Context: an optimization exercise on an open-source flow, tuned for small area and a short achievable clock period. The choices shown serve that exercise and are no tape-out recipe. No run shown here included a check of the RTL's function; only the layout flow was run. Power is estimated from default activity; no workload was simulated.

File: flow/run.sh
#!/bin/bash
# Standard ORFS layout (the standard.sh) with these changes:
#  - port buffers use sky130_fd_sc_hd__buf_1 instead of the resizer's default choice;
#  - buffers left by synthesis are removed at floorplan (repair_design re-buffers as needed);
#  - before floorplan every combinational cell is swapped for the smallest-area cell of the
#    same function (flow/downsize.tcl); later timing/design repair upsizes where needed;
#  - clock tree synthesis adds no dummy loads.
set -euo pipefail
here=$(pwd)
cat >> config.mk <<EOC
export BUFFER_PORTS_ARGS = -buffer_cell sky130_fd_sc_hd__buf_1
export REMOVE_ABC_BUFFERS = 1
export CTS_ARGS = -sink_clustering_enable -repair_clock_nets -dont_use_dummy_load -buf_list "sky130_fd_sc_hd__clkbuf_4 sky130_fd_sc_hd__clkbuf_8"
export PRE_FLOORPLAN_TCL = $here/flow/downsize.tcl
EOC
bash standard.sh > standard_flow.log 2>&1
File: flow/downsize.tcl
# Replace each combinational cell with the smallest-area cell of the same function
# (same name stem, other drive strength). Registers, adders and tie cells are kept.
set n 0
set saved 0.0
foreach inst [get_cells *] {
  set cell [get_lib_cells -of_objects $inst]
  set ref [get_name $cell]
  if {![regexp {^(sky130_fd_sc_hd__[a-z0-9]+)_([0-9]+)$} $ref -> stem drive]} { continue }
  if {[regexp {__(df|dl|sdf|edf|fa|ha|conb|tap|clk|fill|decap|diode)} $stem]} { continue }
  set best $ref
  set best_area [get_property $cell area]
  foreach cand [get_lib_cells ${stem}_*] {
    set cname [get_name $cand]
    if {![regexp "^${stem}_\[0-9\]+\$" $cname]} { continue }
    set a [get_property $cand area]
    if {$a < $best_area - 1e-6} { set best $cname; set best_area $a }
  }
  if {$best ne $ref} {
    set saved [expr {$saved + [get_property $cell area] - $best_area}]
    replace_cell $inst $best
    incr n
  }
}
puts "downsize: replaced $n cells, saved [format %.1f $saved] um2"
File: standard.sh
#!/bin/bash
# synth_recipe.tcl (not shown) runs the flow's synth.tcl, then flattens the netlist and writes it again
# the make line also repeats each setting of config.mk as NAME=value (left out here)
make -C /OpenROAD-flow-scripts/flow DESIGN_CONFIG=/design/flow/config.mk WORK_HOME=/design/flow/orfs CLKGATE_MAP_FILE= SYNTH_SCRIPT=/design/flow/synth_recipe.tcl "${@:-finish}"
File: config.mk
export PLATFORM = sky130hd
export DESIGN_NAME = pwl
export DESIGN_NICKNAME = pwl
export VERILOG_FILES = /design/flow/design.v
export SDC_FILE = /design/flow/constraint.sdc
export NUM_CORES = 4
export LEC_CHECK = 0
export CAP_MARGIN = 20
export CORE_MARGIN = 2
export CORE_UTILIZATION = 40
export CTS_BUF_LIST = sky130_fd_sc_hd__clkbuf_4 sky130_fd_sc_hd__clkbuf_8
export SETUP_SLACK_MARGIN = 5
export SLEW_MARGIN = 20
export SYNTH_HIERARCHICAL = 1
export BUFFER_PORTS_ARGS = -buffer_cell sky130_fd_sc_hd__buf_1
export REMOVE_ABC_BUFFERS = 1
export CTS_ARGS = -sink_clustering_enable -repair_clock_nets -dont_use_dummy_load -buf_list "sky130_fd_sc_hd__clkbuf_4 sky130_fd_sc_hd__clkbuf_8"
export PRE_FLOORPLAN_TCL = /design/flow/flow/downsize.tcl
File: constraint.sdc
create_clock -name core_clock -period 9.0 [get_ports {clk}]
set_input_delay 1.8000 -clock core_clock [delete_from_list [all_inputs] [get_ports {clk}]]
set_output_delay 1.8000 -clock core_clock [all_outputs]
set_load 0.01 [all_outputs]
File: design.v
module pwl(
  input signed [13:0] x,
  input signed [13:0] x0,
  input signed [13:0] x1,
  input signed [13:0] x2,
  input signed [13:0] x3,
  input signed [13:0] x4,
  input signed [13:0] x5,
  input signed [13:0] x6,
  input signed [13:0] x7,
  input signed [13:0] x8,
  input signed [13:0] k0,
  input signed [13:0] k1,
  input signed [13:0] k2,
  input signed [13:0] k3,
  input signed [13:0] k4,
  input signed [13:0] k5,
  input signed [13:0] k6,
  input signed [13:0] k7,
  input signed [13:0] k8,
  input signed [13:0] k9,
  input signed [13:0] b0,
  input signed [13:0] b1,
  input signed [13:0] b2,
  input signed [13:0] b3,
  input signed [13:0] b4,
  input signed [13:0] b5,
  input signed [13:0] b6,
  input signed [13:0] b7,
  input signed [13:0] b8,
  input signed [13:0] b9,
  input clk,
  output reg signed [27:0] out
);
wire [8:0] ge;
wire [13:0] nx = ~x;
pwl_ge14 u_ge0(.nx(nx), .b(x0), .y(ge[0]));
pwl_ge14 u_ge1(.nx(nx), .b(x1), .y(ge[1]));
pwl_ge14 u_ge2(.nx(nx), .b(x2), .y(ge[2]));
pwl_ge14 u_ge3(.nx(nx), .b(x3), .y(ge[3]));
pwl_ge14 u_ge4(.nx(nx), .b(x4), .y(ge[4]));
pwl_ge14 u_ge5(.nx(nx), .b(x5), .y(ge[5]));
pwl_ge14 u_ge6(.nx(nx), .b(x6), .y(ge[6]));
pwl_ge14 u_ge7(.nx(nx), .b(x7), .y(ge[7]));
pwl_ge14 u_ge8(.nx(nx), .b(x8), .y(ge[8]));
wire [9:0] sel;
assign sel[0] = ~ge[8];
assign sel[1] = ge[8] & ~ge[7];
assign sel[2] = ge[7] & ~ge[6];
assign sel[3] = ge[6] & ~ge[5];
assign sel[4] = ge[5] & ~ge[4];
assign sel[5] = ge[4] & ~ge[3];
assign sel[6] = ge[3] & ~ge[2];
assign sel[7] = ge[2] & ~ge[1];
assign sel[8] = ge[1] & ~ge[0];
assign sel[9] = ge[0];
wire [27:0] kb_sel;
genvar g;
generate for (g = 0; g < 28; g = g + 1) begin : selb
  wire [9:0] d;
  if (g < 14) begin : kk
    assign d = {k9[g], k8[g], k7[g], k6[g], k5[g], k4[g], k3[g], k2[g], k1[g], k0[g]};
  end else begin : bb
    assign d = {b9[g-14], b8[g-14], b7[g-14], b6[g-14], b5[g-14], b4[g-14], b3[g-14], b2[g-14], b1[g-14], b0[g-14]};
  end
  pwl_sel10 u_sel(.s(sel), .d(d), .y(kb_sel[g]));
end endgenerate
reg [13:0] k_r, b_r, x_r;
always @(posedge clk) begin
  k_r <= kb_sel[13:0]; b_r <= kb_sel[27:14]; x_r <= x;
end
wire [14:0] xe = {x_r, 1'b0};
wire [6:0] one_r, two_r, neg_r;
generate for (g = 0; g < 7; g = g + 1) begin : enc
  assign one_r[g] = xe[2*g+1] ^ xe[2*g];
  assign two_r[g] = (xe[2*g+2] & ~xe[2*g+1] & ~xe[2*g]) | (~xe[2*g+2] & xe[2*g+1] & xe[2*g]);
  assign neg_r[g] = xe[2*g+2];
end endgenerate
wire pp0_0;
wire pp0_1;
wire pp0_2;
wire pp0_3;
wire pp0_4;
wire pp0_5;
wire pp0_6;
wire pp0_7;
wire pp0_8;
wire pp0_9;
wire pp0_10;
wire pp0_11;
wire pp0_12;
wire pp0_13;
wire pp0_14;
wire pp1_0;
wire pp1_1;
wire pp1_2;
wire pp1_3;
wire pp1_4;
wire pp1_5;
wire pp1_6;
wire pp1_7;
wire pp1_8;
wire pp1_9;
wire pp1_10;
wire pp1_11;
wire pp1_12;
wire pp1_13;
wire pp1_14;
wire pp2_0;
wire pp2_1;
wire pp2_2;
wire pp2_3;
wire pp2_4;
wire pp2_5;
wire pp2_6;
wire pp2_7;
wire pp2_8;
wire pp2_9;
wire pp2_10;
wire pp2_11;
wire pp2_12;
wire pp2_13;
wire pp2_14;
wire pp3_0;
wire pp3_1;
wire pp3_2;
wire pp3_3;
wire pp3_4;
wire pp3_5;
wire pp3_6;
wire pp3_7;
wire pp3_8;
wire pp3_9;
wire pp3_10;
wire pp3_11;
wire pp3_12;
wire pp3_13;
wire pp3_14;
wire pp4_0;
wire pp4_1;
wire pp4_2;
wire pp4_3;
wire pp4_4;
wire pp4_5;
wire pp4_6;
wire pp4_7;
wire pp4_8;
wire pp4_9;
wire pp4_10;
wire pp4_11;
wire pp4_12;
wire pp4_13;
wire pp4_14;
wire pp5_0;
wire pp5_1;
wire pp5_2;
wire pp5_3;
wire pp5_4;
wire pp5_5;
wire pp5_6;
wire pp5_7;
wire pp5_8;
wire pp5_9;
wire pp5_10;
wire pp5_11;
wire pp5_12;
wire pp5_13;
wire pp5_14;
wire pp6_0;
wire pp6_1;
wire pp6_2;
wire pp6_3;
wire pp6_4;
wire pp6_5;
wire pp6_6;
wire pp6_7;
wire pp6_8;
wire pp6_9;
wire pp6_10;
wire pp6_11;
wire pp6_12;
wire pp6_13;
wire pp6_14;
wire b13n;
wire n1;
wire n2;
wire n3;
wire n4;
wire n5;
wire n6;
wire n7;
wire s8, c9;
wire s10, c11;
wire s12, c13;
wire s14, c15;
wire s16, c17;
wire s18, c19;
wire s20, c21;
wire s22, c23;
wire s24, c25;
wire s26, c27;
wire s28, c29;
wire s30, c31;
wire s32, c33;
wire s34, c35;
wire s36, c37;
wire s38, c39;
wire s40, c41;
wire s42, c43;
wire s44, c45;
wire s46, c47;
wire s48, c49;
wire s50, c51;
wire s52, c53;
wire s54, c55;
wire s56, c57;
wire s58, c59;
wire s60, c61;
wire s62, c63;
wire s64, c65;
wire s66, c67;
wire s68, c69;
wire s70, c71;
wire s72, c73;
wire s74, c75;
wire s76, c77;
wire s78, c79;
wire s80, c81;
wire s82, c83;
wire s84, c85;
wire s86, c87;
wire s88, c89;
wire s90, c91;
wire s92, c93;
wire s94, c95;
wire s96, c97;
wire s98, c99;
wire s100, c101;
wire s102, c103;
wire s104, c105;
wire s106, c107;
wire s108, c109;
wire s110, c111;
wire s112, c113;
wire s114, c115;
wire s116, c117;
wire s118, c119;
wire s120, c121;
wire s122, c123;
wire s124, c125;
wire s126, c127;
wire s128, c129;
wire s130, c131;
wire s132, c133;
wire s134, c135;
wire s136, c137;
wire s138, c139;
wire s140, c141;
wire s142, c143;
wire s144, c145;
wire s146, c147;
wire s148, c149;
wire s150, c151;
wire s152, c153;
wire s154, c155;
wire s156, c157;
wire s158, c159;
wire s160, c161;
wire s162, c163;
wire s164, c165;
wire s166, c167;
wire s168, c169;
wire s170, c171;
wire s172, c173;
wire s174, c175;
wire s176, c177;
wire s178, c179;
wire s180, c181;
wire s182, c183;
wire s184, c185;
wire s186, c187;
wire s188, c189;
wire s190, c191;
wire s192, c193;
wire s194, c195;
wire s196, c197;
wire s198, c199;
wire s200, c201;
wire s202, c203;
wire s204, c205;
wire s206, c207;
wire s208, c209;
wire s210, c211;
wire s212, c213;
wire s214, c215;
wire s216, c217;
pwl_bpp0 u_pp0_0(.k1(k_r[0]), .one(one_r[0]), .neg(neg_r[0]), .y(pp0_0));
pwl_bpp u_pp0_1(.k1(k_r[1]), .k0(k_r[0]), .one(one_r[0]), .two(two_r[0]), .neg(neg_r[0]), .y(pp0_1));
pwl_bpp u_pp0_2(.k1(k_r[2]), .k0(k_r[1]), .one(one_r[0]), .two(two_r[0]), .neg(neg_r[0]), .y(pp0_2));
pwl_bpp u_pp0_3(.k1(k_r[3]), .k0(k_r[2]), .one(one_r[0]), .two(two_r[0]), .neg(neg_r[0]), .y(pp0_3));
pwl_bpp u_pp0_4(.k1(k_r[4]), .k0(k_r[3]), .one(one_r[0]), .two(two_r[0]), .neg(neg_r[0]), .y(pp0_4));
pwl_bpp u_pp0_5(.k1(k_r[5]), .k0(k_r[4]), .one(one_r[0]), .two(two_r[0]), .neg(neg_r[0]), .y(pp0_5));
pwl_bpp u_pp0_6(.k1(k_r[6]), .k0(k_r[5]), .one(one_r[0]), .two(two_r[0]), .neg(neg_r[0]), .y(pp0_6));
pwl_bpp u_pp0_7(.k1(k_r[7]), .k0(k_r[6]), .one(one_r[0]), .two(two_r[0]), .neg(neg_r[0]), .y(pp0_7));
pwl_bpp u_pp0_8(.k1(k_r[8]), .k0(k_r[7]), .one(one_r[0]), .two(two_r[0]), .neg(neg_r[0]), .y(pp0_8));
pwl_bpp u_pp0_9(.k1(k_r[9]), .k0(k_r[8]), .one(one_r[0]), .two(two_r[0]), .neg(neg_r[0]), .y(pp0_9));
pwl_bpp u_pp0_10(.k1(k_r[10]), .k0(k_r[9]), .one(one_r[0]), .two(two_r[0]), .neg(neg_r[0]), .y(pp0_10));
pwl_bpp u_pp0_11(.k1(k_r[11]), .k0(k_r[10]), .one(one_r[0]), .two(two_r[0]), .neg(neg_r[0]), .y(pp0_11));
pwl_bpp u_pp0_12(.k1(k_r[12]), .k0(k_r[11]), .one(one_r[0]), .two(two_r[0]), .neg(neg_r[0]), .y(pp0_12));
pwl_bpp u_pp0_13(.k1(k_r[13]), .k0(k_r[12]), .one(one_r[0]), .two(two_r[0]), .neg(neg_r[0]), .y(pp0_13));
pwl_bppn u_pp0_14(.k1(k_r[13]), .k0(k_r[13]), .one(one_r[0]), .two(two_r[0]), .neg(neg_r[0]), .y(pp0_14));
pwl_bpp0 u_pp1_0(.k1(k_r[0]), .one(one_r[1]), .neg(neg_r[1]), .y(pp1_0));
pwl_bpp u_pp1_1(.k1(k_r[1]), .k0(k_r[0]), .one(one_r[1]), .two(two_r[1]), .neg(neg_r[1]), .y(pp1_1));
pwl_bpp u_pp1_2(.k1(k_r[2]), .k0(k_r[1]), .one(one_r[1]), .two(two_r[1]), .neg(neg_r[1]), .y(pp1_2));
pwl_bpp u_pp1_3(.k1(k_r[3]), .k0(k_r[2]), .one(one_r[1]), .two(two_r[1]), .neg(neg_r[1]), .y(pp1_3));
pwl_bpp u_pp1_4(.k1(k_r[4]), .k0(k_r[3]), .one(one_r[1]), .two(two_r[1]), .neg(neg_r[1]), .y(pp1_4));
pwl_bpp u_pp1_5(.k1(k_r[5]), .k0(k_r[4]), .one(one_r[1]), .two(two_r[1]), .neg(neg_r[1]), .y(pp1_5));
pwl_bpp u_pp1_6(.k1(k_r[6]), .k0(k_r[5]), .one(one_r[1]), .two(two_r[1]), .neg(neg_r[1]), .y(pp1_6));
pwl_bpp u_pp1_7(.k1(k_r[7]), .k0(k_r[6]), .one(one_r[1]), .two(two_r[1]), .neg(neg_r[1]), .y(pp1_7));
pwl_bpp u_pp1_8(.k1(k_r[8]), .k0(k_r[7]), .one(one_r[1]), .two(two_r[1]), .neg(neg_r[1]), .y(pp1_8));
pwl_bpp u_pp1_9(.k1(k_r[9]), .k0(k_r[8]), .one(one_r[1]), .two(two_r[1]), .neg(neg_r[1]), .y(pp1_9));
pwl_bpp u_pp1_10(.k1(k_r[10]), .k0(k_r[9]), .one(one_r[1]), .two(two_r[1]), .neg(neg_r[1]), .y(pp1_10));
pwl_bpp u_pp1_11(.k1(k_r[11]), .k0(k_r[10]), .one(one_r[1]), .two(two_r[1]), .neg(neg_r[1]), .y(pp1_11));
pwl_bpp u_pp1_12(.k1(k_r[12]), .k0(k_r[11]), .one(one_r[1]), .two(two_r[1]), .neg(neg_r[1]), .y(pp1_12));
pwl_bpp u_pp1_13(.k1(k_r[13]), .k0(k_r[12]), .one(one_r[1]), .two(two_r[1]), .neg(neg_r[1]), .y(pp1_13));
pwl_bppn u_pp1_14(.k1(k_r[13]), .k0(k_r[13]), .one(one_r[1]), .two(two_r[1]), .neg(neg_r[1]), .y(pp1_14));
pwl_bpp0 u_pp2_0(.k1(k_r[0]), .one(one_r[2]), .neg(neg_r[2]), .y(pp2_0));
pwl_bpp u_pp2_1(.k1(k_r[1]), .k0(k_r[0]), .one(one_r[2]), .two(two_r[2]), .neg(neg_r[2]), .y(pp2_1));
pwl_bpp u_pp2_2(.k1(k_r[2]), .k0(k_r[1]), .one(one_r[2]), .two(two_r[2]), .neg(neg_r[2]), .y(pp2_2));
pwl_bpp u_pp2_3(.k1(k_r[3]), .k0(k_r[2]), .one(one_r[2]), .two(two_r[2]), .neg(neg_r[2]), .y(pp2_3));
pwl_bpp u_pp2_4(.k1(k_r[4]), .k0(k_r[3]), .one(one_r[2]), .two(two_r[2]), .neg(neg_r[2]), .y(pp2_4));
pwl_bpp u_pp2_5(.k1(k_r[5]), .k0(k_r[4]), .one(one_r[2]), .two(two_r[2]), .neg(neg_r[2]), .y(pp2_5));
pwl_bpp u_pp2_6(.k1(k_r[6]), .k0(k_r[5]), .one(one_r[2]), .two(two_r[2]), .neg(neg_r[2]), .y(pp2_6));
pwl_bpp u_pp2_7(.k1(k_r[7]), .k0(k_r[6]), .one(one_r[2]), .two(two_r[2]), .neg(neg_r[2]), .y(pp2_7));
pwl_bpp u_pp2_8(.k1(k_r[8]), .k0(k_r[7]), .one(one_r[2]), .two(two_r[2]), .neg(neg_r[2]), .y(pp2_8));
pwl_bpp u_pp2_9(.k1(k_r[9]), .k0(k_r[8]), .one(one_r[2]), .two(two_r[2]), .neg(neg_r[2]), .y(pp2_9));
pwl_bpp u_pp2_10(.k1(k_r[10]), .k0(k_r[9]), .one(one_r[2]), .two(two_r[2]), .neg(neg_r[2]), .y(pp2_10));
pwl_bpp u_pp2_11(.k1(k_r[11]), .k0(k_r[10]), .one(one_r[2]), .two(two_r[2]), .neg(neg_r[2]), .y(pp2_11));
pwl_bpp u_pp2_12(.k1(k_r[12]), .k0(k_r[11]), .one(one_r[2]), .two(two_r[2]), .neg(neg_r[2]), .y(pp2_12));
pwl_bpp u_pp2_13(.k1(k_r[13]), .k0(k_r[12]), .one(one_r[2]), .two(two_r[2]), .neg(neg_r[2]), .y(pp2_13));
pwl_bppn u_pp2_14(.k1(k_r[13]), .k0(k_r[13]), .one(one_r[2]), .two(two_r[2]), .neg(neg_r[2]), .y(pp2_14));
pwl_bpp0 u_pp3_0(.k1(k_r[0]), .one(one_r[3]), .neg(neg_r[3]), .y(pp3_0));
pwl_bpp u_pp3_1(.k1(k_r[1]), .k0(k_r[0]), .one(one_r[3]), .two(two_r[3]), .neg(neg_r[3]), .y(pp3_1));
pwl_bpp u_pp3_2(.k1(k_r[2]), .k0(k_r[1]), .one(one_r[3]), .two(two_r[3]), .neg(neg_r[3]), .y(pp3_2));
pwl_bpp u_pp3_3(.k1(k_r[3]), .k0(k_r[2]), .one(one_r[3]), .two(two_r[3]), .neg(neg_r[3]), .y(pp3_3));
pwl_bpp u_pp3_4(.k1(k_r[4]), .k0(k_r[3]), .one(one_r[3]), .two(two_r[3]), .neg(neg_r[3]), .y(pp3_4));
pwl_bpp u_pp3_5(.k1(k_r[5]), .k0(k_r[4]), .one(one_r[3]), .two(two_r[3]), .neg(neg_r[3]), .y(pp3_5));
pwl_bpp u_pp3_6(.k1(k_r[6]), .k0(k_r[5]), .one(one_r[3]), .two(two_r[3]), .neg(neg_r[3]), .y(pp3_6));
pwl_bpp u_pp3_7(.k1(k_r[7]), .k0(k_r[6]), .one(one_r[3]), .two(two_r[3]), .neg(neg_r[3]), .y(pp3_7));
pwl_bpp u_pp3_8(.k1(k_r[8]), .k0(k_r[7]), .one(one_r[3]), .two(two_r[3]), .neg(neg_r[3]), .y(pp3_8));
pwl_bpp u_pp3_9(.k1(k_r[9]), .k0(k_r[8]), .one(one_r[3]), .two(two_r[3]), .neg(neg_r[3]), .y(pp3_9));
pwl_bpp u_pp3_10(.k1(k_r[10]), .k0(k_r[9]), .one(one_r[3]), .two(two_r[3]), .neg(neg_r[3]), .y(pp3_10));
pwl_bpp u_pp3_11(.k1(k_r[11]), .k0(k_r[10]), .one(one_r[3]), .two(two_r[3]), .neg(neg_r[3]), .y(pp3_11));
pwl_bpp u_pp3_12(.k1(k_r[12]), .k0(k_r[11]), .one(one_r[3]), .two(two_r[3]), .neg(neg_r[3]), .y(pp3_12));
pwl_bpp u_pp3_13(.k1(k_r[13]), .k0(k_r[12]), .one(one_r[3]), .two(two_r[3]), .neg(neg_r[3]), .y(pp3_13));
pwl_bppn u_pp3_14(.k1(k_r[13]), .k0(k_r[13]), .one(one_r[3]), .two(two_r[3]), .neg(neg_r[3]), .y(pp3_14));
pwl_bpp0 u_pp4_0(.k1(k_r[0]), .one(one_r[4]), .neg(neg_r[4]), .y(pp4_0));
pwl_bpp u_pp4_1(.k1(k_r[1]), .k0(k_r[0]), .one(one_r[4]), .two(two_r[4]), .neg(neg_r[4]), .y(pp4_1));
pwl_bpp u_pp4_2(.k1(k_r[2]), .k0(k_r[1]), .one(one_r[4]), .two(two_r[4]), .neg(neg_r[4]), .y(pp4_2));
pwl_bpp u_pp4_3(.k1(k_r[3]), .k0(k_r[2]), .one(one_r[4]), .two(two_r[4]), .neg(neg_r[4]), .y(pp4_3));
pwl_bpp u_pp4_4(.k1(k_r[4]), .k0(k_r[3]), .one(one_r[4]), .two(two_r[4]), .neg(neg_r[4]), .y(pp4_4));
pwl_bpp u_pp4_5(.k1(k_r[5]), .k0(k_r[4]), .one(one_r[4]), .two(two_r[4]), .neg(neg_r[4]), .y(pp4_5));
pwl_bpp u_pp4_6(.k1(k_r[6]), .k0(k_r[5]), .one(one_r[4]), .two(two_r[4]), .neg(neg_r[4]), .y(pp4_6));
pwl_bpp u_pp4_7(.k1(k_r[7]), .k0(k_r[6]), .one(one_r[4]), .two(two_r[4]), .neg(neg_r[4]), .y(pp4_7));
pwl_bpp u_pp4_8(.k1(k_r[8]), .k0(k_r[7]), .one(one_r[4]), .two(two_r[4]), .neg(neg_r[4]), .y(pp4_8));
pwl_bpp u_pp4_9(.k1(k_r[9]), .k0(k_r[8]), .one(one_r[4]), .two(two_r[4]), .neg(neg_r[4]), .y(pp4_9));
pwl_bpp u_pp4_10(.k1(k_r[10]), .k0(k_r[9]), .one(one_r[4]), .two(two_r[4]), .neg(neg_r[4]), .y(pp4_10));
pwl_bpp u_pp4_11(.k1(k_r[11]), .k0(k_r[10]), .one(one_r[4]), .two(two_r[4]), .neg(neg_r[4]), .y(pp4_11));
pwl_bpp u_pp4_12(.k1(k_r[12]), .k0(k_r[11]), .one(one_r[4]), .two(two_r[4]), .neg(neg_r[4]), .y(pp4_12));
pwl_bpp u_pp4_13(.k1(k_r[13]), .k0(k_r[12]), .one(one_r[4]), .two(two_r[4]), .neg(neg_r[4]), .y(pp4_13));
pwl_bppn u_pp4_14(.k1(k_r[13]), .k0(k_r[13]), .one(one_r[4]), .two(two_r[4]), .neg(neg_r[4]), .y(pp4_14));
pwl_bpp0 u_pp5_0(.k1(k_r[0]), .one(one_r[5]), .neg(neg_r[5]), .y(pp5_0));
pwl_bpp u_pp5_1(.k1(k_r[1]), .k0(k_r[0]), .one(one_r[5]), .two(two_r[5]), .neg(neg_r[5]), .y(pp5_1));
pwl_bpp u_pp5_2(.k1(k_r[2]), .k0(k_r[1]), .one(one_r[5]), .two(two_r[5]), .neg(neg_r[5]), .y(pp5_2));
pwl_bpp u_pp5_3(.k1(k_r[3]), .k0(k_r[2]), .one(one_r[5]), .two(two_r[5]), .neg(neg_r[5]), .y(pp5_3));
pwl_bpp u_pp5_4(.k1(k_r[4]), .k0(k_r[3]), .one(one_r[5]), .two(two_r[5]), .neg(neg_r[5]), .y(pp5_4));
pwl_bpp u_pp5_5(.k1(k_r[5]), .k0(k_r[4]), .one(one_r[5]), .two(two_r[5]), .neg(neg_r[5]), .y(pp5_5));
pwl_bpp u_pp5_6(.k1(k_r[6]), .k0(k_r[5]), .one(one_r[5]), .two(two_r[5]), .neg(neg_r[5]), .y(pp5_6));
pwl_bpp u_pp5_7(.k1(k_r[7]), .k0(k_r[6]), .one(one_r[5]), .two(two_r[5]), .neg(neg_r[5]), .y(pp5_7));
pwl_bpp u_pp5_8(.k1(k_r[8]), .k0(k_r[7]), .one(one_r[5]), .two(two_r[5]), .neg(neg_r[5]), .y(pp5_8));
pwl_bpp u_pp5_9(.k1(k_r[9]), .k0(k_r[8]), .one(one_r[5]), .two(two_r[5]), .neg(neg_r[5]), .y(pp5_9));
pwl_bpp u_pp5_10(.k1(k_r[10]), .k0(k_r[9]), .one(one_r[5]), .two(two_r[5]), .neg(neg_r[5]), .y(pp5_10));
pwl_bpp u_pp5_11(.k1(k_r[11]), .k0(k_r[10]), .one(one_r[5]), .two(two_r[5]), .neg(neg_r[5]), .y(pp5_11));
pwl_bpp u_pp5_12(.k1(k_r[12]), .k0(k_r[11]), .one(one_r[5]), .two(two_r[5]), .neg(neg_r[5]), .y(pp5_12));
pwl_bpp u_pp5_13(.k1(k_r[13]), .k0(k_r[12]), .one(one_r[5]), .two(two_r[5]), .neg(neg_r[5]), .y(pp5_13));
pwl_bppn u_pp5_14(.k1(k_r[13]), .k0(k_r[13]), .one(one_r[5]), .two(two_r[5]), .neg(neg_r[5]), .y(pp5_14));
pwl_bpp0 u_pp6_0(.k1(k_r[0]), .one(one_r[6]), .neg(neg_r[6]), .y(pp6_0));
pwl_bpp u_pp6_1(.k1(k_r[1]), .k0(k_r[0]), .one(one_r[6]), .two(two_r[6]), .neg(neg_r[6]), .y(pp6_1));
pwl_bpp u_pp6_2(.k1(k_r[2]), .k0(k_r[1]), .one(one_r[6]), .two(two_r[6]), .neg(neg_r[6]), .y(pp6_2));
pwl_bpp u_pp6_3(.k1(k_r[3]), .k0(k_r[2]), .one(one_r[6]), .two(two_r[6]), .neg(neg_r[6]), .y(pp6_3));
pwl_bpp u_pp6_4(.k1(k_r[4]), .k0(k_r[3]), .one(one_r[6]), .two(two_r[6]), .neg(neg_r[6]), .y(pp6_4));
pwl_bpp u_pp6_5(.k1(k_r[5]), .k0(k_r[4]), .one(one_r[6]), .two(two_r[6]), .neg(neg_r[6]), .y(pp6_5));
pwl_bpp u_pp6_6(.k1(k_r[6]), .k0(k_r[5]), .one(one_r[6]), .two(two_r[6]), .neg(neg_r[6]), .y(pp6_6));
pwl_bpp u_pp6_7(.k1(k_r[7]), .k0(k_r[6]), .one(one_r[6]), .two(two_r[6]), .neg(neg_r[6]), .y(pp6_7));
pwl_bpp u_pp6_8(.k1(k_r[8]), .k0(k_r[7]), .one(one_r[6]), .two(two_r[6]), .neg(neg_r[6]), .y(pp6_8));
pwl_bpp u_pp6_9(.k1(k_r[9]), .k0(k_r[8]), .one(one_r[6]), .two(two_r[6]), .neg(neg_r[6]), .y(pp6_9));
pwl_bpp u_pp6_10(.k1(k_r[10]), .k0(k_r[9]), .one(one_r[6]), .two(two_r[6]), .neg(neg_r[6]), .y(pp6_10));
pwl_bpp u_pp6_11(.k1(k_r[11]), .k0(k_r[10]), .one(one_r[6]), .two(two_r[6]), .neg(neg_r[6]), .y(pp6_11));
pwl_bpp u_pp6_12(.k1(k_r[12]), .k0(k_r[11]), .one(one_r[6]), .two(two_r[6]), .neg(neg_r[6]), .y(pp6_12));
pwl_bpp u_pp6_13(.k1(k_r[13]), .k0(k_r[12]), .one(one_r[6]), .two(two_r[6]), .neg(neg_r[6]), .y(pp6_13));
pwl_bppn u_pp6_14(.k1(k_r[13]), .k0(k_r[13]), .one(one_r[6]), .two(two_r[6]), .neg(neg_r[6]), .y(pp6_14));
assign b13n = ~b_r[13];
assign n1 = ~b13n;
assign n2 = ~pp6_3;
assign n3 = ~pp6_5;
assign n4 = ~pp6_7;
assign n5 = ~pp6_9;
assign n6 = ~pp6_11;
assign n7 = ~pp6_13;
pwl_ha u_s8(.a(pp0_8), .b(pp1_6), .s(s8), .co(c9));
pwl_ha u_s10(.a(pp0_9), .b(pp1_7), .s(s10), .co(c11));
pwl_fa u_s12(.a(pp0_10), .b(pp1_8), .c(pp2_6), .s(s12), .co(c13));
pwl_ha u_s14(.a(pp3_4), .b(pp4_2), .s(s14), .co(c15));
pwl_fa u_s16(.a(pp0_11), .b(pp1_9), .c(pp2_7), .s(s16), .co(c17));
pwl_ha u_s18(.a(pp3_5), .b(pp4_3), .s(s18), .co(c19));
pwl_fa u_s20(.a(pp0_12), .b(pp1_10), .c(pp2_8), .s(s20), .co(c21));
pwl_fa u_s22(.a(pp3_6), .b(pp4_4), .c(pp5_2), .s(s22), .co(c23));
pwl_ha u_s24(.a(pp6_0), .b(neg_r[6]), .s(s24), .co(c25));
pwl_fa u_s26(.a(pp0_13), .b(pp1_11), .c(pp2_9), .s(s26), .co(c27));
pwl_fa u_s28(.a(pp3_7), .b(pp4_5), .c(pp5_3), .s(s28), .co(c29));
pwl_ha u_s30(.a(pp6_1), .b(n1), .s(s30), .co(c31));
pwl_fa u_s32(.a(pp0_14), .b(pp1_12), .c(pp2_10), .s(s32), .co(c33));
pwl_fa u_s34(.a(pp3_8), .b(pp4_6), .c(pp5_4), .s(s34), .co(c35));
pwl_ha u_s36(.a(pp6_2), .b(b13n), .s(s36), .co(c37));
pwl_fa u_s38(.a(pp1_13), .b(pp2_11), .c(pp3_9), .s(s38), .co(c39));
pwl_ha u_s40(.a(pp4_7), .b(pp5_5), .s(s40), .co(c41));
pwl_fa u_s42(.a(pp1_14), .b(pp2_12), .c(pp3_10), .s(s42), .co(c43));
pwl_ha u_s44(.a(pp4_8), .b(pp5_6), .s(s44), .co(c45));
pwl_ha u_s46(.a(pp2_13), .b(pp3_11), .s(s46), .co(c47));
pwl_ha u_s48(.a(pp2_14), .b(pp3_12), .s(s48), .co(c49));
pwl_ha u_s50(.a(pp0_4), .b(pp1_2), .s(s50), .co(c51));
pwl_ha u_s52(.a(pp0_5), .b(pp1_3), .s(s52), .co(c53));
pwl_fa u_s54(.a(pp0_6), .b(pp1_4), .c(pp2_2), .s(s54), .co(c55));
pwl_ha u_s56(.a(pp3_0), .b(neg_r[3]), .s(s56), .co(c57));
pwl_fa u_s58(.a(pp0_7), .b(pp1_5), .c(pp2_3), .s(s58), .co(c59));
pwl_ha u_s60(.a(pp3_1), .b(b_r[7]), .s(s60), .co(c61));
pwl_fa u_s62(.a(s8), .b(pp2_4), .c(pp3_2), .s(s62), .co(c63));
pwl_fa u_s64(.a(pp4_0), .b(neg_r[4]), .c(b_r[8]), .s(s64), .co(c65));
pwl_fa u_s66(.a(c9), .b(s10), .c(pp2_5), .s(s66), .co(c67));
pwl_fa u_s68(.a(pp3_3), .b(pp4_1), .c(b_r[9]), .s(s68), .co(c69));
pwl_fa u_s70(.a(c11), .b(s12), .c(s14), .s(s70), .co(c71));
pwl_fa u_s72(.a(pp5_0), .b(neg_r[5]), .c(b_r[10]), .s(s72), .co(c73));
pwl_fa u_s74(.a(c13), .b(c15), .c(s16), .s(s74), .co(c75));
pwl_fa u_s76(.a(s18), .b(pp5_1), .c(b_r[11]), .s(s76), .co(c77));
pwl_fa u_s78(.a(c17), .b(c19), .c(s20), .s(s78), .co(c79));
pwl_fa u_s80(.a(s22), .b(s24), .c(b_r[12]), .s(s80), .co(c81));
pwl_fa u_s82(.a(c21), .b(c23), .c(c25), .s(s82), .co(c83));
pwl_fa u_s84(.a(s26), .b(s28), .c(s30), .s(s84), .co(c85));
pwl_fa u_s86(.a(c27), .b(c29), .c(c31), .s(s86), .co(c87));
pwl_fa u_s88(.a(s32), .b(s34), .c(s36), .s(s88), .co(c89));
pwl_fa u_s90(.a(c33), .b(c35), .c(c37), .s(s90), .co(c91));
pwl_fa u_s92(.a(s38), .b(s40), .c(n2), .s(s92), .co(c93));
pwl_fa u_s94(.a(c39), .b(c41), .c(s42), .s(s94), .co(c95));
pwl_fa u_s96(.a(s44), .b(pp6_4), .c(pp6_3), .s(s96), .co(c97));
pwl_fa u_s98(.a(c43), .b(c45), .c(s46), .s(s98), .co(c99));
pwl_fa u_s100(.a(pp4_9), .b(pp5_7), .c(n3), .s(s100), .co(c101));
pwl_fa u_s102(.a(c47), .b(s48), .c(pp4_10), .s(s102), .co(c103));
pwl_fa u_s104(.a(pp5_8), .b(pp6_6), .c(pp6_5), .s(s104), .co(c105));
pwl_fa u_s106(.a(c49), .b(pp3_13), .c(pp4_11), .s(s106), .co(c107));
pwl_ha u_s108(.a(pp5_9), .b(n4), .s(s108), .co(c109));
pwl_fa u_s110(.a(pp3_14), .b(pp4_12), .c(pp5_10), .s(s110), .co(c111));
pwl_ha u_s112(.a(pp6_8), .b(pp6_7), .s(s112), .co(c113));
pwl_ha u_s114(.a(pp4_13), .b(pp5_11), .s(s114), .co(c115));
pwl_ha u_s116(.a(pp4_14), .b(pp5_12), .s(s116), .co(c117));
pwl_ha u_s118(.a(pp0_2), .b(pp1_0), .s(s118), .co(c119));
pwl_ha u_s120(.a(pp0_3), .b(pp1_1), .s(s120), .co(c121));
pwl_fa u_s122(.a(s50), .b(pp2_0), .c(neg_r[2]), .s(s122), .co(c123));
pwl_fa u_s124(.a(c51), .b(s52), .c(pp2_1), .s(s124), .co(c125));
pwl_fa u_s126(.a(c53), .b(s54), .c(s56), .s(s126), .co(c127));
pwl_fa u_s128(.a(c55), .b(c57), .c(s58), .s(s128), .co(c129));
pwl_fa u_s130(.a(c59), .b(c61), .c(s62), .s(s130), .co(c131));
pwl_fa u_s132(.a(c63), .b(c65), .c(s66), .s(s132), .co(c133));
pwl_fa u_s134(.a(c67), .b(c69), .c(s70), .s(s134), .co(c135));
pwl_fa u_s136(.a(c71), .b(c73), .c(s74), .s(s136), .co(c137));
pwl_fa u_s138(.a(c75), .b(c77), .c(s78), .s(s138), .co(c139));
pwl_fa u_s140(.a(c79), .b(c81), .c(s82), .s(s140), .co(c141));
pwl_fa u_s142(.a(c83), .b(c85), .c(s86), .s(s142), .co(c143));
pwl_fa u_s144(.a(c87), .b(c89), .c(s90), .s(s144), .co(c145));
pwl_fa u_s146(.a(c91), .b(c93), .c(s94), .s(s146), .co(c147));
pwl_fa u_s148(.a(c95), .b(c97), .c(s98), .s(s148), .co(c149));
pwl_fa u_s150(.a(c99), .b(c101), .c(s102), .s(s150), .co(c151));
pwl_fa u_s152(.a(c103), .b(c105), .c(s106), .s(s152), .co(c153));
pwl_fa u_s154(.a(c107), .b(c109), .c(s110), .s(s154), .co(c155));
pwl_fa u_s156(.a(c111), .b(c113), .c(s114), .s(s156), .co(c157));
pwl_fa u_s158(.a(c115), .b(s116), .c(pp6_10), .s(s158), .co(c159));
pwl_ha u_s160(.a(c117), .b(pp5_13), .s(s160), .co(c161));
pwl_ha u_s162(.a(pp5_14), .b(pp6_12), .s(s162), .co(c163));
pwl_ha u_s164(.a(pp0_0), .b(neg_r[0]), .s(s164), .co(c165));
pwl_ha u_s166(.a(pp0_1), .b(b_r[1]), .s(s166), .co(c167));
pwl_fa u_s168(.a(s118), .b(neg_r[1]), .c(b_r[2]), .s(s168), .co(c169));
pwl_fa u_s170(.a(c119), .b(s120), .c(b_r[3]), .s(s170), .co(c171));
pwl_fa u_s172(.a(c121), .b(s122), .c(b_r[4]), .s(s172), .co(c173));
pwl_fa u_s174(.a(c123), .b(s124), .c(b_r[5]), .s(s174), .co(c175));
pwl_fa u_s176(.a(c125), .b(s126), .c(b_r[6]), .s(s176), .co(c177));
pwl_fa u_s178(.a(c127), .b(s128), .c(s60), .s(s178), .co(c179));
pwl_fa u_s180(.a(c129), .b(s130), .c(s64), .s(s180), .co(c181));
pwl_fa u_s182(.a(c131), .b(s132), .c(s68), .s(s182), .co(c183));
pwl_fa u_s184(.a(c133), .b(s134), .c(s72), .s(s184), .co(c185));
pwl_fa u_s186(.a(c135), .b(s136), .c(s76), .s(s186), .co(c187));
pwl_fa u_s188(.a(c137), .b(s138), .c(s80), .s(s188), .co(c189));
pwl_fa u_s190(.a(c139), .b(s140), .c(s84), .s(s190), .co(c191));
pwl_fa u_s192(.a(c141), .b(s142), .c(s88), .s(s192), .co(c193));
pwl_fa u_s194(.a(c143), .b(s144), .c(s92), .s(s194), .co(c195));
pwl_fa u_s196(.a(c145), .b(s146), .c(s96), .s(s196), .co(c197));
pwl_fa u_s198(.a(c147), .b(s148), .c(s100), .s(s198), .co(c199));
pwl_fa u_s200(.a(c149), .b(s150), .c(s104), .s(s200), .co(c201));
pwl_fa u_s202(.a(c151), .b(s152), .c(s108), .s(s202), .co(c203));
pwl_fa u_s204(.a(c153), .b(s154), .c(s112), .s(s204), .co(c205));
pwl_fa u_s206(.a(c155), .b(s156), .c(n5), .s(s206), .co(c207));
pwl_fa u_s208(.a(c157), .b(s158), .c(pp6_9), .s(s208), .co(c209));
pwl_fa u_s210(.a(c159), .b(s160), .c(n6), .s(s210), .co(c211));
pwl_fa u_s212(.a(c161), .b(s162), .c(pp6_11), .s(s212), .co(c213));
pwl_ha u_s214(.a(c163), .b(n7), .s(s214), .co(c215));
pwl_ha u_s216(.a(pp6_14), .b(pp6_13), .s(s216), .co(c217));
reg [54:0] r2;
always @(posedge clk) r2 <= {c217, s216, c215, s214, c213, s212, c211, s210, c209, s208, c207, s206, c205, s204, c203, s202, c201, s200, c199, s198, c197, s196, c195, s194, c193, s192, c191, s190, c189, s188, c187, s186, c185, s184, c183, s182, c181, s180, c179, s178, c177, s176, c175, s174, c173, s172, c171, s170, c169, s168, c167, s166, c165, b_r[0], s164};
wire cs218, cc219;
pwl_ha u_cs218(.a(r2[0]), .b(r2[1]), .s(cs218), .co(cc219));
wire cs220, cc221;
pwl_fa u_cs220(.a(r2[2]), .b(r2[3]), .c(cc219), .s(cs220), .co(cc221));
wire cs222, cc223;
pwl_fa u_cs222(.a(r2[4]), .b(r2[5]), .c(cc221), .s(cs222), .co(cc223));
wire cs224, cc225;
pwl_fa u_cs224(.a(r2[6]), .b(r2[7]), .c(cc223), .s(cs224), .co(cc225));
wire cs226, cc227;
pwl_fa u_cs226(.a(r2[8]), .b(r2[9]), .c(cc225), .s(cs226), .co(cc227));
wire cs228, cc229;
pwl_ha u_cs228(.a(r2[10]), .b(r2[11]), .s(cs228), .co(cc229));
wire cs230, cc231;
pwl_fa u_cs230(.a(r2[12]), .b(r2[13]), .c(cc229), .s(cs230), .co(cc231));
wire cs232, cc233;
pwl_fa u_cs232(.a(r2[14]), .b(r2[15]), .c(cc231), .s(cs232), .co(cc233));
wire cs234, cc235;
pwl_fa u_cs234(.a(r2[16]), .b(r2[17]), .c(cc233), .s(cs234), .co(cc235));
wire cs236, cc237;
pwl_fa u_cs236(.a(r2[18]), .b(r2[19]), .c(cc235), .s(cs236), .co(cc237));
wire cs238, cc239;
pwl_fa u_cs238(.a(r2[20]), .b(r2[21]), .c(cc237), .s(cs238), .co(cc239));
wire cin240 = cc227;
wire cin241 = cc239 | ((cs228 & cs230 & cs232 & cs234 & cs236 & cs238) & cin240);
wire cs242, cc243;
pwl_ha u_cs242(.a(r2[22]), .b(r2[23]), .s(cs242), .co(cc243));
wire cs244, cc245;
pwl_fa u_cs244(.a(r2[24]), .b(r2[25]), .c(cc243), .s(cs244), .co(cc245));
wire cs246, cc247;
pwl_fa u_cs246(.a(r2[26]), .b(r2[27]), .c(cc245), .s(cs246), .co(cc247));
wire cs248, cc249;
pwl_fa u_cs248(.a(r2[28]), .b(r2[29]), .c(cc247), .s(cs248), .co(cc249));
wire cs250, cc251;
pwl_fa u_cs250(.a(r2[30]), .b(r2[31]), .c(cc249), .s(cs250), .co(cc251));
wire cs252, cc253;
pwl_fa u_cs252(.a(r2[32]), .b(r2[33]), .c(cc251), .s(cs252), .co(cc253));
wire cin254 = cin241;
wire cin255 = cc253 | ((cs242 & cs244 & cs246 & cs248 & cs250 & cs252) & cin254);
wire cs256, cc257;
pwl_ha u_cs256(.a(r2[34]), .b(r2[35]), .s(cs256), .co(cc257));
wire cs258, cc259;
pwl_fa u_cs258(.a(r2[36]), .b(r2[37]), .c(cc257), .s(cs258), .co(cc259));
wire cs260, cc261;
pwl_fa u_cs260(.a(r2[38]), .b(r2[39]), .c(cc259), .s(cs260), .co(cc261));
wire cs262, cc263;
pwl_fa u_cs262(.a(r2[40]), .b(r2[41]), .c(cc261), .s(cs262), .co(cc263));
wire cs264, cc265;
pwl_fa u_cs264(.a(r2[42]), .b(r2[43]), .c(cc263), .s(cs264), .co(cc265));
wire cs266, cc267;
pwl_fa u_cs266(.a(r2[44]), .b(r2[45]), .c(cc265), .s(cs266), .co(cc267));
wire cin268 = cin255;
wire cin269 = cc267 | ((cs256 & cs258 & cs260 & cs262 & cs264 & cs266) & cin268);
wire cs270, cc271;
pwl_ha u_cs270(.a(r2[46]), .b(r2[47]), .s(cs270), .co(cc271));
wire cs272, cc273;
pwl_fa u_cs272(.a(r2[48]), .b(r2[49]), .c(cc271), .s(cs272), .co(cc273));
wire cs274, cc275;
pwl_fa u_cs274(.a(r2[50]), .b(r2[51]), .c(cc273), .s(cs274), .co(cc275));
wire cs276, cc277;
pwl_fa u_cs276(.a(r2[52]), .b(r2[53]), .c(cc275), .s(cs276), .co(cc277));
wire cs278;
assign cs278 = ~(r2[54] ^ cc277);
wire cin280 = cin269;
wire cin281 = 1'b0 | ((cs270 & cs272 & cs274 & cs276 & cs278) & cin280);
wire [27:0] res = {(cs278 ^ (cin280 & cs270 & cs272 & cs274 & cs276)), (cs276 ^ (cin280 & cs270 & cs272 & cs274)), (cs274 ^ (cin280 & cs270 & cs272)), (cs272 ^ (cin280 & cs270)), (cs270 ^ (cin280)), (cs266 ^ (cin268 & cs256 & cs258 & cs260 & cs262 & cs264)), (cs264 ^ (cin268 & cs256 & cs258 & cs260 & cs262)), (cs262 ^ (cin268 & cs256 & cs258 & cs260)), (cs260 ^ (cin268 & cs256 & cs258)), (cs258 ^ (cin268 & cs256)), (cs256 ^ (cin268)), (cs252 ^ (cin254 & cs242 & cs244 & cs246 & cs248 & cs250)), (cs250 ^ (cin254 & cs242 & cs244 & cs246 & cs248)), (cs248 ^ (cin254 & cs242 & cs244 & cs246)), (cs246 ^ (cin254 & cs242 & cs244)), (cs244 ^ (cin254 & cs242)), (cs242 ^ (cin254)), (cs238 ^ (cin240 & cs228 & cs230 & cs232 & cs234 & cs236)), (cs236 ^ (cin240 & cs228 & cs230 & cs232 & cs234)), (cs234 ^ (cin240 & cs228 & cs230 & cs232)), (cs232 ^ (cin240 & cs228 & cs230)), (cs230 ^ (cin240 & cs228)), (cs228 ^ (cin240)), cs226, cs224, cs222, cs220, cs218};
always @(posedge clk) out <= res;
endmodule
module pwl_ge14(input [13:0] nx, input [13:0] b, output y);
  wire [13:0] g, p;
  assign g[12:0] = ~(nx[12:0] | b[12:0]);
  assign p[12:0] = ~(nx[12:0] & b[12:0]);
  assign g[13] = nx[13] & b[13];
  assign p[13] = nx[13] | b[13];
  wire g10 = g[1] | (p[1] & p[0]);
  wire g32 = g[3] | (p[3] & g[2]);  wire p32 = p[3] & p[2];
  wire g54 = g[5] | (p[5] & g[4]);  wire p54 = p[5] & p[4];
  wire g76 = g[7] | (p[7] & g[6]);  wire p76 = p[7] & p[6];
  wire g98 = g[9] | (p[9] & g[8]);  wire p98 = p[9] & p[8];
  wire gba = g[11] | (p[11] & g[10]); wire pba = p[11] & p[10];
  wire gdc = g[13] | (p[13] & g[12]); wire pdc = p[13] & p[12];
  wire g3_0 = g32 | (p32 & g10);
  wire g7_4 = g76 | (p76 & g54); wire p7_4 = p76 & p54;
  wire gb_8 = gba | (pba & g98); wire pb_8 = pba & p98;
  wire g7_0 = g7_4 | (p7_4 & g3_0);
  wire gd_8 = gdc | (pdc & gb_8); wire pd_8 = pdc & pb_8;
  assign y = gd_8 | (pd_8 & g7_0);
endmodule
module pwl_sel10(input [9:0] s, input [9:0] d, output y);
  wire n0, n1, n2, n3;
  pwl_aoi222 u0(.s(s[2:0]), .d(d[2:0]), .yn(n0));
  pwl_aoi222 u1(.s(s[5:3]), .d(d[5:3]), .yn(n1));
  pwl_aoi222 u2(.s(s[8:6]), .d(d[8:6]), .yn(n2));
  assign n3 = ~(s[9] & d[9]);
  assign y = ~(n0 & n1 & n2 & n3);
endmodule
module pwl_aoi222(input [2:0] s, input [2:0] d, output yn);
  assign yn = ~((s[0] & d[0]) | (s[1] & d[1]) | (s[2] & d[2]));
endmodule
module pwl_bpp(input k1, input k0, input one, input two, input neg, output y);
  assign y = ((one & k1) | (two & k0)) ^ neg;
endmodule
module pwl_bpp0(input k1, input one, input neg, output y);
  assign y = (one & k1) ^ neg;
endmodule
module pwl_bppn(input k1, input k0, input one, input two, input neg, output y);
  assign y = ~(((one & k1) | (two & k0)) ^ neg);
endmodule
module pwl_fa(input a, input b, input c, output s, output co);
  assign s = a ^ b ^ c;
  assign co = (a & b) | (a & c) | (b & c);
endmodule
module pwl_ha(input a, input b, output s, output co);
  assign s = a ^ b;
  assign co = a & b;
endmodule
module pwl_ha1(input a, input b, output s, output co);
  assign s = ~(a ^ b);
  assign co = a | b;
endmodule
module pwl_ha_nn(input a, input b, output s, output co);
  assign s = a ^ b;
  assign co = ~(a | b);
endmodule
module pwl_ha_pn(input a, input b, output s, output co);
  assign s = a ^ b;
  assign co = a & ~b;
endmodule
==> summary.txt, run 1 <==
Placer Congestion=roughly 1; clk_skew=~32 ps; Worst VDD drop=0.153 mV; H-tree Lvls=4; first-pass GRT wire length=around 74 mm; CP startpoint kind=input port; Slowest-stage cell, CP=a222oi_1; final worst slack=4790 ps; initial antenna violation count=15; Initial Util=around two fifths; Relative slew margins=36.9%; Root Buffer=clkbuf_8; largest stage delay on the critical path=730 ps; CTS clk-pin slew, worst paths=80 ps; cell family with most CP delay=compound AO/OA/AOI/OAI gates; Pins Over Slew Limit=0; core area=25000 µm²; site row count=58; Final #Nets=2130; Net Sw Power=1.82 mW; Req. time, crit path=slightly above 9000 ps; largest net degree at the start of global routing=29; Clock Power Share=under 10%; max_cap viols=0; Post-Synthesis Cells=980; total CTS buffers=17; CP Cell Sequence=buf_8 > clkinvlp_4 > a222oi_1 > o21ai_1 > nor2_2 > o21a_2 > nor2_4 > buf_12 > a222oi_1 > nand4_1; CP arrival=4470 ps; setup violators final=0; Leakage Power=between 4 and 5 nW; clk sinks=125; Residual DRC=0; crit path max fanout=5; WS Path Type=in2reg; hold buffer count at cts=0; Total GRT Usage=38.3%; WP buf/inv=3; antenna-violating nets left=0; DP Worst Slack=between 3000 and 4000 ps; num ports=449; vias in the first global route=approximately 12000; Die ar.=26400 µm²; setup TNS=0 ps; PD cells=293 nW/µm²; Worst path most repeated cell=a222oi_1; CTS tree=done; crit share post-route=46.7%; die width=163 µm; post-DP HPWL=38.7 mm; post-layout min period=4210 ps; layout cell share with drive strength beyond 1=a little over an eighth; wire per inst=28.1 µm; Final Hold Viols=0; RSZ-0062 raised after global routing=yes; port bufs=448; yosys warns=7; combinational power share=65.6%; Min-Delay Path Class=reg2reg; initial drt markers=2141; switching share of power=approximately 45%; Slew @ Worst Pin=roughly 950 ps; final core utilization=55.6%; internal power=around 2.3 mW; Highest Clock Rate=~0.24 GHz; Flop pwr share=25.2%; vias=roughly 12000; via/cell ratio=6.42; Pre-antenna DRT Iters=10; Setup crit end kind=flip-flop; total grt overflow=0; DRT Wirelength=53.3 mm; clock buffer depth=2; die extent in y=163 µm; clock latency on the worst-skew pair=between 400 and 500 ps; status=no timing/DRC/antenna violations
## power by group through the flow
stage                     logic [mW]  clock network (mW)  registers (mW)
after floorplan                 1.43                   0            1.01
after global placement          2.31                   0            1.02
after detailed placement        2.35                   0            1.02
after CTS                       2.49               0.383            1.02
after global routing            2.98               0.402            1.05
final                           2.67               0.376            1.02
## layout by cell type, fill, tap and decap left out, types with 16 or more instances in the layout
| master | instances |
|---|---|
| ha_1 | 43 |
| fa_1 | 88 |
| a22oi_1 | 125 |
| dfxtp_1 | 123 |
| clkinvlp_4 | 21 |
| buf_1 | 441 |
| nor2_1 | 25 |
| clkbuf_8 | 17 |
| o21ai_0 | 34 |
| nand4_1 | 31 |
| buf_4 | 80 |
| xnor2_1 | 99 |
| o22ai_1 | 17 |
| a21oi_1 | 26 |
| nand2_1 | 74 |
| a222oi_1 | 93 |
| xor2_1 | 16 |
## state kept, by name (all words and copies together), names as in the netlist
register	flops
r2	55
out	28
b_r	14
k_r	14
x_r	14
## through the flow
step	power, mW	instances	area, µm²	hold slack, ps
2_1_floorplan	2.45	980	10100	310
6_report	4.07	1897	13900	318
4_1_cts	3.89	1849	13200	341
5_1_grt	4.43	1890	13900	334
3_5_place_dp	3.37	1786	12400	338
3_3_place_gp	3.34	1786	12400	328
## final timing paths
path	slack (ps)	end	cells past startpoint	from
worst min register to register	320	r2[1]	0	b_r[0]
worst min-delay path	320	r2[1]	0	b_r[0]
worst max-delay path	4790	k_r[8]	10	x[5]
worst max register to register	5120	out[27]	15	r2[34]
## layer usage
layer / part of all wire [%] / vias up / GRT usage [%]
met5: 0.19 / - / 0
met1: 40 / 5838 / 52.0
met4: 4.8 / 16 / 13.8
li1: - / 5138 / -
met3: 14 / 171 / 14.1
met2: 41 / 1013 / 56.0
## worst register-to-register path: stages (launching register included)
cell and delay, ps:
dfxtp_2 330, ha_4 150, fa_2 340, fa_2 350, fa_2 360, fa_2 350, fa_1 510, nand4_1 100
o31ai_1 260, a31o_1 160, ha_2 190, ha_4 130, ha_4 130, ha_4 130, xor2_2 160, xnor2_1 150
## area by class of cell
type | instances | area (µm²)
Timing Repair Buffer | 547 | 2690
Sequential cell | 125 | 2500
Inverter | 24 | 141
Fill cell | 2376 | 11100
Timing Repair inverter | 10 | 70.1
Tap cell | 330 | 413
Multi-Input combinational cell | 833 | 7790
Clock buffer | 17 | 234
Antenna cell | 11 | 27.5
## timing repair
action	4_1_cts	5_1_grt
pin swaps	22	39
endpoints found under the setup margin	43	39
hold endpoints to repair	0	0
gates resized for setup	67	74
cloned	12	6
setup buffers	34	31
==> inputs of run 2 (changes only) <==
--- a/design.v
+++ b/design.v
@@ -43,17 +43,9 @@
 pwl_ge14 u_ge6(.nx(nx), .b(x6), .y(ge[6]));
 pwl_ge14 u_ge7(.nx(nx), .b(x7), .y(ge[7]));
 pwl_ge14 u_ge8(.nx(nx), .b(x8), .y(ge[8]));
-wire [9:0] sel;
-assign sel[0] = ~ge[8];
-assign sel[1] = ge[8] & ~ge[7];
-assign sel[2] = ge[7] & ~ge[6];
-assign sel[3] = ge[6] & ~ge[5];
-assign sel[4] = ge[5] & ~ge[4];
-assign sel[5] = ge[4] & ~ge[3];
-assign sel[6] = ge[3] & ~ge[2];
-assign sel[7] = ge[2] & ~ge[1];
-assign sel[8] = ge[1] & ~ge[0];
-assign sel[9] = ge[0];
+wire [9:0] sel_k, sel_b;
+pwl_dec u_dec_k(.ge(ge), .sel(sel_k));
+pwl_dec u_dec_b(.ge(ge), .sel(sel_b));
 wire [27:0] kb_sel;
 genvar g;
 generate for (g = 0; g < 28; g = g + 1) begin : selb
@@ -63,19 +55,21 @@
   end else begin : bb
     assign d = {b9[g-14], b8[g-14], b7[g-14], b6[g-14], b5[g-14], b4[g-14], b3[g-14], b2[g-14], b1[g-14], b0[g-14]};
   end
-  pwl_sel10 u_sel(.s(sel), .d(d), .y(kb_sel[g]));
+  pwl_sel10 u_sel(.s(g < 14 ? sel_k : sel_b), .d(d), .y(kb_sel[g]));
 end endgenerate
-reg [13:0] k_r, b_r, x_r;
-always @(posedge clk) begin
-  k_r <= kb_sel[13:0]; b_r <= kb_sel[27:14]; x_r <= x;
-end
-wire [14:0] xe = {x_r, 1'b0};
-wire [6:0] one_r, two_r, neg_r;
+wire [14:0] xe = {x, 1'b0};
+wire [6:0] one_d, two_d, neg_d;
 generate for (g = 0; g < 7; g = g + 1) begin : enc
-  assign one_r[g] = xe[2*g+1] ^ xe[2*g];
-  assign two_r[g] = (xe[2*g+2] & ~xe[2*g+1] & ~xe[2*g]) | (~xe[2*g+2] & xe[2*g+1] & xe[2*g]);
-  assign neg_r[g] = xe[2*g+2];
+  assign one_d[g] = xe[2*g+1] ^ xe[2*g];
+  assign two_d[g] = (xe[2*g+2] & ~xe[2*g+1] & ~xe[2*g]) | (~xe[2*g+2] & xe[2*g+1] & xe[2*g]);
+  assign neg_d[g] = xe[2*g+2];
 end endgenerate
+reg [13:0] k_r, b_r;
+reg [6:0] one_r, two_r, neg_r;
+always @(posedge clk) begin
+  k_r <= kb_sel[13:0]; b_r <= kb_sel[27:14];
+  one_r <= one_d; two_r <= two_d; neg_r <= neg_d;
+end
 wire pp0_0;
 wire pp0_1;
 wire pp0_2;
@@ -583,23 +577,47 @@
 endmodule
 module pwl_ge14(input [13:0] nx, input [13:0] b, output y);
   wire [13:0] g, p;
-  assign g[12:0] = ~(nx[12:0] | b[12:0]);
-  assign p[12:0] = ~(nx[12:0] & b[12:0]);
-  assign g[13] = nx[13] & b[13];
-  assign p[13] = nx[13] | b[13];
-  wire g10 = g[1] | (p[1] & p[0]);
-  wire g32 = g[3] | (p[3] & g[2]);  wire p32 = p[3] & p[2];
-  wire g54 = g[5] | (p[5] & g[4]);  wire p54 = p[5] & p[4];
-  wire g76 = g[7] | (p[7] & g[6]);  wire p76 = p[7] & p[6];
-  wire g98 = g[9] | (p[9] & g[8]);  wire p98 = p[9] & p[8];
-  wire gba = g[11] | (p[11] & g[10]); wire pba = p[11] & p[10];
-  wire gdc = g[13] | (p[13] & g[12]); wire pdc = p[13] & p[12];
-  wire g3_0 = g32 | (p32 & g10);
-  wire g7_4 = g76 | (p76 & g54); wire p7_4 = p76 & p54;
-  wire gb_8 = gba | (pba & g98); wire pb_8 = pba & p98;
-  wire g7_0 = g7_4 | (p7_4 & g3_0);
-  wire gd_8 = gdc | (pdc & gb_8); wire pd_8 = pdc & pb_8;
-  assign y = gd_8 | (pd_8 & g7_0);
+  genvar i;
+  generate for (i = 0; i < 13; i = i + 1) begin : bl
+    pwl_nor2 ug(.a(nx[i]), .b(b[i]), .y(g[i]));
+    pwl_nand2 up(.a(nx[i]), .b(b[i]), .y(p[i]));
+  end endgenerate
+  pwl_and2 ug13(.a(nx[13]), .b(b[13]), .y(g[13]));
+  pwl_or2 up13(.a(nx[13]), .b(b[13]), .y(p[13]));
+  wire [6:0] gn1, pn1;
+  pwl_a21oi l1g0(.a1(p[1]), .a2(p[0]), .b1(g[1]), .y(gn1[0]));
+  generate for (i = 1; i < 7; i = i + 1) begin : l1
+    pwl_a21oi ug(.a1(p[2*i+1]), .a2(g[2*i]), .b1(g[2*i+1]), .y(gn1[i]));
+    pwl_nand2 up(.a(p[2*i+1]), .b(p[2*i]), .y(pn1[i]));
+  end endgenerate
+  wire [3:0] g2, p2;
+  pwl_o21ai l2g0(.a1(pn1[1]), .a2(gn1[0]), .b1(gn1[1]), .y(g2[0]));
+  pwl_o21ai l2g1(.a1(pn1[3]), .a2(gn1[2]), .b1(gn1[3]), .y(g2[1]));
+  pwl_nor2  l2p1(.a(pn1[3]), .b(pn1[2]), .y(p2[1]));
+  pwl_o21ai l2g2(.a1(pn1[5]), .a2(gn1[4]), .b1(gn1[5]), .y(g2[2]));
+  pwl_nor2  l2p2(.a(pn1[5]), .b(pn1[4]), .y(p2[2]));
+  pwl_inv   l2g3(.a(gn1[6]), .y(g2[3]));
+  pwl_inv   l2p3(.a(pn1[6]), .y(p2[3]));
+  wire gn3_0, gn3_1, pn3_1;
+  pwl_a21oi l3g0(.a1(p2[1]), .a2(g2[0]), .b1(g2[1]), .y(gn3_0));
+  pwl_a21oi l3g1(.a1(p2[3]), .a2(g2[2]), .b1(g2[3]), .y(gn3_1));
+  pwl_nand2 l3p1(.a(p2[3]), .b(p2[2]), .y(pn3_1));
+  pwl_o21ai l4(.a1(pn3_1), .a2(gn3_0), .b1(gn3_1), .y(y));
+endmodule
+module pwl_nor2(input a, input b, output y); assign y = ~(a | b); endmodule
+module pwl_nand2(input a, input b, output y); assign y = ~(a & b); endmodule
+module pwl_and2(input a, input b, output y); assign y = a & b; endmodule
+module pwl_or2(input a, input b, output y); assign y = a | b; endmodule
+module pwl_inv(input a, output y); assign y = ~a; endmodule
+module pwl_a21oi(input a1, input a2, input b1, output y); assign y = ~((a1 & a2) | b1); endmodule
+module pwl_o21ai(input a1, input a2, input b1, output y); assign y = ~((a1 | a2) & b1); endmodule
+module pwl_dec(input [8:0] ge, output [9:0] sel);
+  assign sel[0] = ~ge[8];
+  genvar j;
+  generate for (j = 1; j < 9; j = j + 1) begin : d
+    assign sel[j] = ge[9-j] & ~ge[8-j];
+  end endgenerate
+  assign sel[9] = ge[0];
 endmodule
 module pwl_sel10(input [9:0] s, input [9:0] d, output y);
   wire n0, n1, n2, n3;
--- a/flow/run.sh
+++ b/flow/run.sh
@@ -4,13 +4,15 @@
 #  - buffers left by synthesis are removed at floorplan (repair_design re-buffers as needed);
 #  - before floorplan every combinational cell is swapped for the smallest-area cell of the
 #    same function (flow/downsize.tcl); later timing/design repair upsizes where needed;
-#  - clock tree synthesis adds no dummy loads.
+#  - clock tree synthesis adds no dummy loads;
+#  - timing repair aims at a setup slack of 5.0 ns against the 9 ns clock.
 set -euo pipefail
 here=$(pwd)
 cat >> config.mk <<EOC
 export BUFFER_PORTS_ARGS = -buffer_cell sky130_fd_sc_hd__buf_1
 export REMOVE_ABC_BUFFERS = 1
 export CTS_ARGS = -sink_clustering_enable -repair_clock_nets -dont_use_dummy_load -buf_list "sky130_fd_sc_hd__clkbuf_4 sky130_fd_sc_hd__clkbuf_8"
+export SETUP_SLACK_MARGIN = 5.0
 export PRE_FLOORPLAN_TCL = $here/flow/downsize.tcl
 EOC
 bash standard.sh > standard_flow.log 2>&1
--- a/config.mk
+++ b/config.mk
@@ -9,10 +9,10 @@
 export CORE_MARGIN = 2
 export CORE_UTILIZATION = 40
 export CTS_BUF_LIST = sky130_fd_sc_hd__clkbuf_4 sky130_fd_sc_hd__clkbuf_8
-export SETUP_SLACK_MARGIN = 5
 export SLEW_MARGIN = 20
 export SYNTH_HIERARCHICAL = 1
 export BUFFER_PORTS_ARGS = -buffer_cell sky130_fd_sc_hd__buf_1
 export REMOVE_ABC_BUFFERS = 1
 export CTS_ARGS = -sink_clustering_enable -repair_clock_nets -dont_use_dummy_load -buf_list "sky130_fd_sc_hd__clkbuf_4 sky130_fd_sc_hd__clkbuf_8"
+export SETUP_SLACK_MARGIN = 5.0
 export PRE_FLOORPLAN_TCL = /design/flow/flow/downsize.tcl
==> run 2 against run 1 <==
Effect of this change: total power fell by 4.6%; highest routed layer unchanged; register-to-register slack lost 20 ps; setup slack gained 150 ps; utilization down 1.5 points; critical endpoint is now k_r[4]; largest cell class unchanged; flip-flop and latch count up 7; critical path depth is 1 higher; cell area rose by 0.65%; still clean; combinational power shrank 9.7%; hold slack gained 13 ps; global-route usage fell by 2.8 points.
==> summary.txt, run 2 <==
Leakage Power=between 5 and 6 nW; WS Path Type=in2reg; Setup crit end kind=flip-flop; initial drt markers=1803; Net Sw Power=around 1.7 mW; dpl cell area=around 13000 µm²; post-DP HPWL=39.0 mm; Placer Congestion=1.02; die width=between 150 and 200 µm; Final #Nets=2290; setup TNS=0 ps; total CTS buffers=17; CTS clk-pin slew, worst paths=80 ps; most frequent cells in the layout=buf_1, nand2_1, dfxtp_1; initial antenna violation count=10; Final Hold Viols=0; biggest regs=r2: 55 flops, out: 28 flops; crit path launch=x[1]; Slew @ Worst Pin=around 1100 ps; total grt overflow=0; H-tree Lvls=4; most flop-heavy register=r2; first-pass GRT wire length=72.6 mm; most common cell after layout, fill and taps aside=buf_1; crit share post-route=~45%; Min-Delay Path Class=reg2reg; Filler Cells Inserted=around 2500; via/cell ratio=5.89; CTS tree=done; antenna-violating nets left=0; status=no timing/DRC/antenna violations; die extent in y=roughly 170 µm; layout cell share with drive strength beyond 1=a little under an eighth; CP Cell Sequence=buf_4 > clkinvlp_4 > buf_4 > nand2_1 > a21oi_1 > o21ai_1 > a21oi_2 > o21ai_2 > and2b_4 > a222oi_1 > nand4_1; Min-Delay Startpoint=b_r[0]; wire per inst=roughly 25 µm; Post-Synthesis Cells=~1200; FF-to-FF Start=r2[35]; core area=25800 µm²; placed cells=1973; clk_skew=32.6 ps; combinational power share=62.2%; PD cells=278 nW/µm²; CP arrival=4350 ps; max_cap viols=0; largest net degree at the start of global routing=22; Root Buffer=clkbuf_8; Worst path most repeated cell=buf_4; clock latency on the worst-skew pair=470 ps; vias=about 12000; fin cells=a little over 2000; Initial Util=40.5%; yosys warns=7; largest stage delay on the critical path=950 ps; clk sinks=132; GRT met3 Usage=11.1%; Worst VDD drop=about 0.20 mV; post-layout min period=4060 ps; num ports=449; clock buffer depth=2; Total GRT Usage=35.5%; setup violators final=0; RSZ-0062 raised after global routing=yes; Pre-antenna DRT Iters=10; Pins Over Slew Limit=0; port bufs=about 450; DRT Wirelength=50.8 mm; Highest Clock Rate=0.246 GHz; Design Area, Final=14000 µm²; Flop pwr share=28.0%; met1 Usage GRT=48.6%; crit path max fanout=6; Residual DRC=0; Slowest-stage cell, CP=a222oi_1; max FFs per register=55; CP startpoint kind=input port; internal power=around 2.2 mW; switching share of power=43.8%; GR Util met2=54.8%; Req. time, crit path=9280 ps; gr busiest metal=met2; Die ar.=roughly 27000 µm²; vias in the first global route=roughly 12000; Clock Power Share=9.9%; site row count=59; Relative slew margins=26.8%
==> run 2: path summary, 6_finish.rpt <==
kind,depth (start not counted),slack (ps),endpoint
worst max-delay path,11,4940,k_r[4]
worst min register to register,0,330,r2[1]
worst max register to register,15,5100,out[27]
worst min-delay path,0,330,r2[1]
==> run 2: what timing repair did <==
| item | 4_1_cts | 5_1_grt |
|---|---|---|
| gates cloned | 1 | 1 |
| setup endpoints to repair | 37 | 32 |
| buffers inserted | 37 | 22 |
| resized for setup | 57 | 76 |
| hold buffers | 0 | 0 |
| pin swaps | 19 | 31 |
==> run 2: power by group through the flow <==
stage | logic (mW) | clock network, mW | registers [mW]
2_1_floorplan | 1.40 | 0 | 1.05
3_3_place_gp | 2.10 | 0 | 1.08
3_5_place_dp | 2.15 | 0 | 1.09
4_1_cts | 2.32 | 0.390 | 1.08
5_1_grt | 2.72 | 0.411 | 1.11
6_report | 2.41 | 0.383 | 1.09
==> run 2: critical path: cells and delay by family <==
family / cells / cell delay (ps)
AO/OA/AOI/OAI: 5 / 1630
buffers and inverters: 3 / 450
AND/OR/NAND/NOR: 3 / 450
==> run 2: per-layer routing <==
metal / wire, µm / up-vias
met5: 31 / -
met4: 1110 / 4
met3: 6360 / 82
met2: 22300 / 875
met1: 21000 / 5801
li1: - / 5368
==> run 2: through the flow <==
step	power, mW	worst slack, ps	hold WS, ps	utilization [%]
finish	3.88	4940	331	54.0
global route	4.24	4960	338	54.0
CTS	3.79	4920	332	52.2
detailed placement	3.23	3600	313	49.1
global placement	3.18	3720	310	49.1
floorplan	2.45	4610	310	-
==> run 2: cell type report <==
class	count	area (µm²)	share of cell area, %
flip-flops and latches	132	2650	19.0
repair buffers	523	2420	17.4
multi-input cells	1000	8000	57.3
repair inverters	1	7.51	0.0538
well taps	335	419	3.00
clock buffers	17	234	1.68
inverters	43	214	1.53
diodes	7	17.5	0.125

[afterwards: timing with drivers on the ports]
The results above use ideal ports. As a check the final layouts listed here were re-extracted and re-timed, cells and wires unchanged. Step 1 (the two cells are an assumption about what drives the block):
set clk [get_ports {clk}]
set_driving_cell -lib_cell sky130_fd_sc_hd__clkbuf_16 $clk
set_driving_cell -lib_cell sky130_fd_sc_hd__buf_2 [delete_from_list [all_inputs] $clk]
Step 2 moves the port delays by t, midway between the first and last clock arrival at a register: inputs arrive t later, outputs are due t later. That takes back most of the time a late clock gives input paths. Three values: ideal, step 1, step 2; two values: the first two.
run	t (ns)	setup slack, ns	clock arrival spread, ns
run 1	0.484	4.793 / 4.778 / 4.294	0.032 / 0.031
run 2	0.498	4.939 / 4.955 / 4.457	0.033 / 0.033
After both steps every run listed still meets setup and hold. The setup slack of run 1, which loses most, moves by -0.015 ns with the drivers and by -0.499 ns with both steps.
